This design comes from an exercise in tuning for small area on the open sky130 flow, not from production work.
In this exercise RTL edits were held to simulation tests only and were not proved equivalent to the original.
Power is estimated from default activity; no workload was simulated.

==> flow/design.v (excerpt) <==
module rx_descrambler (
	input  wire         clk,
	input  wire         rst_n,
	input  wire [2:0]   gen,
	input  wire         turn_off,
	input  wire [7:0]   rx_valid,
	input  wire [7:0]   rx_start_block,
	input  wire [23:0]  rx_status,
	input  wire [15:0]  rx_sync_header,
	input  wire [255:0] rx_data,
	input  wire [31:0]  rx_datak,
	output wire [7:0]   out_valid,
	output wire [15:0]  out_sync_header,
	output wire [255:0] out_data,
	output wire [31:0]  out_datak
);
clock: 12.0 ns
lec_check: 0
cap_margin: 20
core_margin: 2
core_utilization: 40
cts_buf_list: sky130_fd_sc_hd__clkbuf_4
slew_margin: 20
synth_hierarchical: 1
synth_minimum_keep_size: 0
standard.sh (not shown) runs the stock make flow with config.mk's settings and CLKGATE_MAP_FILE= SYNTH_SCRIPT=/design/flow/synth_recipe.tcl, a recipe that flattens the netlist after the stock synthesis.
==> flow/flow/run.sh <==
#!/bin/bash
# Layout flow: the standard flow (standard.sh, unchanged synthesis and
# steps) with these changes to how the layout is made:
#  - the port buffers that global placement inserts use the smallest buffer
#    cell instead of ORFS's default choice (every port still gets a buffer);
#  - timing-driven global placement does not keep the buffers its trial
#    repairs insert (later repair steps still fix slew, load and timing);
#  - clock tree synthesis inserts no dummy load cells.
set -euo pipefail
export BUFFER_PORTS_ARGS="-buffer_cell sky130_fd_sc_hd__buf_1"
export GPL_KEEP_OVERFLOW=0
export CTS_ARGS="-sink_clustering_enable -repair_clock_nets -buf_list sky130_fd_sc_hd__clkbuf_4 -dont_use_dummy_load"
bash standard.sh finish > flow_make.log 2>&1
The baseline finished with timing, DRC and antenna clean.
Edit:
==> flow/flow/run.sh (replaced) <==
#!/bin/bash
# Layout flow: the standard flow (standard.sh, unchanged synthesis and
# steps) with the port buffers that global placement inserts made from the
# smallest buffer cell instead of ORFS's default choice.  Every input and
# output port still gets its own buffer.
set -euo pipefail
export BUFFER_PORTS_ARGS="-buffer_cell sky130_fd_sc_hd__buf_1"
bash standard.sh finish > flow_make.log 2>&1
The new run finished with timing, DRC and antenna clean.
Sequential cell count is unchanged.
Core utilization increases by 0.33 points.
Clock power goes up by 33%.
Edit:
--- a/flow/config.mk
+++ b/flow/config.mk
@@ -8,6 +8,7 @@
 export CAP_MARGIN = 20
 export CORE_MARGIN = 2
-export CORE_UTILIZATION = 40
+export CORE_UTILIZATION = 65
 export CTS_BUF_LIST = sky130_fd_sc_hd__clkbuf_4
+export PLACE_DENSITY = 0.75
 export SLEW_MARGIN = 20
 export SYNTH_HIERARCHICAL = 1
Effect: The new run finished with timing, DRC and antenna clean; wire length drops by a few percent; die area drops by well over a third; fmax drops slightly; final cell count drops by a few percent; total power hardly moves; global-route usage climbs by 15 points; worst hold slack loses 3.6 ps; setup slack loses 47 ps; final area drops slightly; synthesized cell count does not change; critical path depth climbs by 1.
Edit:
==> flow/flow/run.sh (replaced) <==
#!/bin/bash
# Layout flow: the standard flow (standard.sh, unchanged synthesis and
# steps) with two changes to how the layout is made:
#  - the port buffers that global placement inserts use the smallest buffer
#    cell instead of ORFS's default choice (every port still gets a buffer);
#  - the buffers Yosys/ABC put in the netlist are removed at floorplan
#    (REMOVE_ABC_BUFFERS) instead of by timing-driven global placement.
set -euo pipefail
export BUFFER_PORTS_ARGS="-buffer_cell sky130_fd_sc_hd__buf_1"
export REMOVE_ABC_BUFFERS=1
bash standard.sh finish > flow_make.log 2>&1
--- a/flow/config.mk
+++ b/flow/config.mk
@@ -8,7 +8,7 @@
 export CAP_MARGIN = 20
 export CORE_MARGIN = 2
-export CORE_UTILIZATION = 65
+export CORE_UTILIZATION = 40
 export CTS_BUF_LIST = sky130_fd_sc_hd__clkbuf_4
-export PLACE_DENSITY = 0.75
+export GPL_TIMING_DRIVEN = 0
 export SLEW_MARGIN = 20
 export SYNTH_HIERARCHICAL = 1
After rerunning: Final area is higher by 2.1%; power came out lower by 2.3%; setup slack loses 910 ps.

========
Setup of wip/pepper:
Another version of the RTL of rx_descrambler (not shown whole).
For scale: roughly 4100 cells after synthesis, ~660 I/O pins, roughly 33000 um^2 of cells after synthesis.
clock: 12.0 ns
lec_check: 0
cap_margin: 5
core_margin: 2
core_utilization: 40
cts_buf_list: sky130_fd_sc_hd__clkbuf_4
slew_margin: 5
synth_hierarchical: 1
synth_minimum_keep_size: 0
==> flow/flow/run.sh <==
#!/bin/bash
# Layout flow: the standard flow (standard.sh, unchanged synthesis and
# steps) with these changes to how the layout is made:
#  - the port buffers that global placement inserts use the smallest buffer
#    cell instead of ORFS's default choice (every port still gets a buffer);
#  - timing-driven global placement does not keep the buffers its trial
#    repairs insert (later repair steps still fix slew, load and timing);
#  - clock tree synthesis inserts no dummy load cells.
set -euo pipefail
export BUFFER_PORTS_ARGS="-buffer_cell sky130_fd_sc_hd__buf_1"
export GPL_KEEP_OVERFLOW=0
export CTS_ARGS="-sink_clustering_enable -repair_clock_nets -buf_list sky130_fd_sc_hd__clkbuf_4 -dont_use_dummy_load"
bash standard.sh finish > flow_make.log 2>&1
Relative to wip/pepper, the following input files were edited for wip/juniper:
-- flow/flow/run.sh --
<<< wip/pepper, line 10
export BUFFER_PORTS_ARGS="-buffer_cell sky130_fd_sc_hd__buf_1"
export GPL_KEEP_OVERFLOW=0
export CTS_ARGS="-sink_clustering_enable -repair_clock_nets -buf_list sky130_fd_sc_hd__clkbuf_4 -dont_use_dummy_load"
bash standard.sh finish > flow_make.log 2>&1
>>> wip/juniper, line 10
export BUFFER_PORTS_ARGS="-buffer_cell sky130_fd_sc_hd__buf_1"
export GPL_KEEP_OVERFLOW=0
export CTS_ARGS="-sink_clustering_enable -repair_clock_nets -buf_list sky130_fd_sc_hd__clkbuf_8 -sink_clustering_size 16 -sink_clustering_max_diameter 60 -dont_use_dummy_load"
bash standard.sh finish > flow_make.log 2>&1
==> flow/config.mk <==
export PLATFORM = sky130hd
export DESIGN_NAME = rx_descrambler
export DESIGN_NICKNAME = rx_descrambler
export VERILOG_FILES = /design/flow/design.v
export SDC_FILE = /design/flow/constraint.sdc
export NUM_CORES = 4
export LEC_CHECK = 0
export CAP_MARGIN = 20
export CORE_MARGIN = 2
export CORE_UTILIZATION = 40
export CTS_BUF_LIST = sky130_fd_sc_hd__clkbuf_4
export SLEW_MARGIN = 20
export SYNTH_HIERARCHICAL = 1
export SYNTH_MINIMUM_KEEP_SIZE = 0
Findings:
wip/pepper -> wip/juniper: non-clock inverter instance count of the final layout delta 0, exact match. The met2 track utilization from global routing of wip/juniper is lower than that of wip/pepper. In wip/juniper relative to wip/pepper, final area had gone up slightly. wip/juniper reached the final stage; the timing, design-rule and antenna checks on its layout passed. wip/pepper completed; timing, DRC and antenna clean. Against wip/pepper, wip/juniper comes in about 0.43% lower on final routed wirelength across all metal layers. Final worst-path cycle share in wip/juniper is 3.7 points lower than in wip/pepper. Cell count: wip/juniper lower than wip/pepper.
Here is what was changed in the inputs of wip/zinc compared with wip/juniper.
-- flow/flow/run.sh --
<<< wip/juniper, line 10
export BUFFER_PORTS_ARGS="-buffer_cell sky130_fd_sc_hd__buf_1"
export GPL_KEEP_OVERFLOW=0
export CTS_ARGS="-sink_clustering_enable -repair_clock_nets -buf_list sky130_fd_sc_hd__clkbuf_8 -sink_clustering_size 16 -sink_clustering_max_diameter 60 -dont_use_dummy_load"
bash standard.sh finish > flow_make.log 2>&1
>>> wip/zinc, line 10
export BUFFER_PORTS_ARGS="-buffer_cell sky130_fd_sc_hd__buf_1"
export GPL_KEEP_OVERFLOW=0
export CTS_ARGS="-sink_clustering_enable -repair_clock_nets -buf_list sky130_fd_sc_hd__clkbuf_4 -dont_use_dummy_load"
bash standard.sh finish > flow_make.log 2>&1
Results
Between wip/zinc and wip/juniper, the final clock period utilization by the worst path figures differ only marginally.
The setup slack of wip/zinc is smaller than that of wip/juniper.
Per the final summary, wip/zinc finished and its layout is clean on timing, DRC and antenna.
wip/juniper has a lower clock network power share than wip/zinc.
Changes observed in wip/zinc relative to wip/juniper: combinational power held steady; vias after detailed routing grew by about 0.47%; number of ordinary and repair buffers in the finished layout held steady.
Here is what was changed in the inputs of wip/cedar compared with wip/zinc.
==> flow/flow/run.sh <==
#!/bin/bash
# Layout flow: the standard flow (standard.sh, unchanged synthesis and
# steps) with these changes to how the layout is made:
#  - the port buffers that global placement inserts use the smallest buffer
#    cell instead of ORFS's default choice (every port still gets a buffer);
#  - timing-driven global placement does not keep the buffers its trial
#    repairs insert (later repair steps still fix slew, load and timing);
#  - clock tree synthesis inserts no dummy load cells;
#  - after global routing, gates with timing slack are downsized (RECOVER_POWER).
set -euo pipefail
export BUFFER_PORTS_ARGS="-buffer_cell sky130_fd_sc_hd__buf_1"
export GPL_KEEP_OVERFLOW=0
export RECOVER_POWER=100
export CTS_ARGS="-sink_clustering_enable -repair_clock_nets -buf_list sky130_fd_sc_hd__clkbuf_8 -sink_clustering_size 16 -sink_clustering_max_diameter 60 -dont_use_dummy_load"
bash standard.sh finish > flow_make.log 2>&1
==> comparison <==
Ran to the end and failed final checks on capacitance limit, slew limit: wip/cedar.
Per the comparison of wip/cedar with wip/zinc, total length of routed wires lost about 0.3%, total design power lost 0.060 mW, quantity of hold-fixing buffers added after cts neither gained nor lost much, arrival time reported for the critical path endpoint picked up an extra 0.18 ns.
On wip/cedar: clock latency of the later-clocked register in the worst-skew pair is 0.19 ns lower than what wip/zinc gave.

[separate check: timing with driven ports]
Ports are ideal in the flow. The routed layouts listed here were re-timed in OpenROAD. Step 1 (the two cells are an assumption about what drives the block):
set clk [get_ports {clk}]
set_driving_cell -lib_cell sky130_fd_sc_hd__clkbuf_16 $clk
set_driving_cell -lib_cell sky130_fd_sc_hd__buf_2 [delete_from_list [all_inputs] $clk]
Step 2 moves the port delays by t, midway between the first and last clock arrival at a register: inputs arrive t later, outputs are due t later. That takes back most of the time a late clock gives input paths. a / b / c = ideal / step 1 / step 2; a / b = the first two.
| run | shift t [ns] | setup WS [ns] | clock arrival spread, ns |
|---|---|---|---|
| the first run of note 1 | 0.876 | 0.771 / 0.702 / 0.702 | 0.126 / 0.126 |
| the second run of note 1 | 0.877 | 1.288 / 1.217 / 1.217 | 0.045 / 0.045 |
| the third run of note 1 | 0.877 | 1.241 / 1.203 / 1.203 | 0.071 / 0.071 |
| the fourth run of note 1 | 0.875 | 0.330 / 0.296 / 0.296 | 0.099 / 0.098 |
| wip/pepper | 0.839 | 0.264 / 0.237 / 0.237 | 0.116 / 0.115 |
| wip/juniper | 0.669 | 0.714 / 0.684 / 0.684 | 0.070 / 0.070 |
| wip/zinc | 0.832 | 0.706 / 0.676 / 0.676 | 0.145 / 0.145 |
| wip/cedar | 0.672 | 0.532 / 0.504 / 0.504 | 0.074 / 0.074 |
The setup slack of the second run of note 1, which loses most, moves by -0.071 ns with the drivers and by -0.071 ns with both steps.
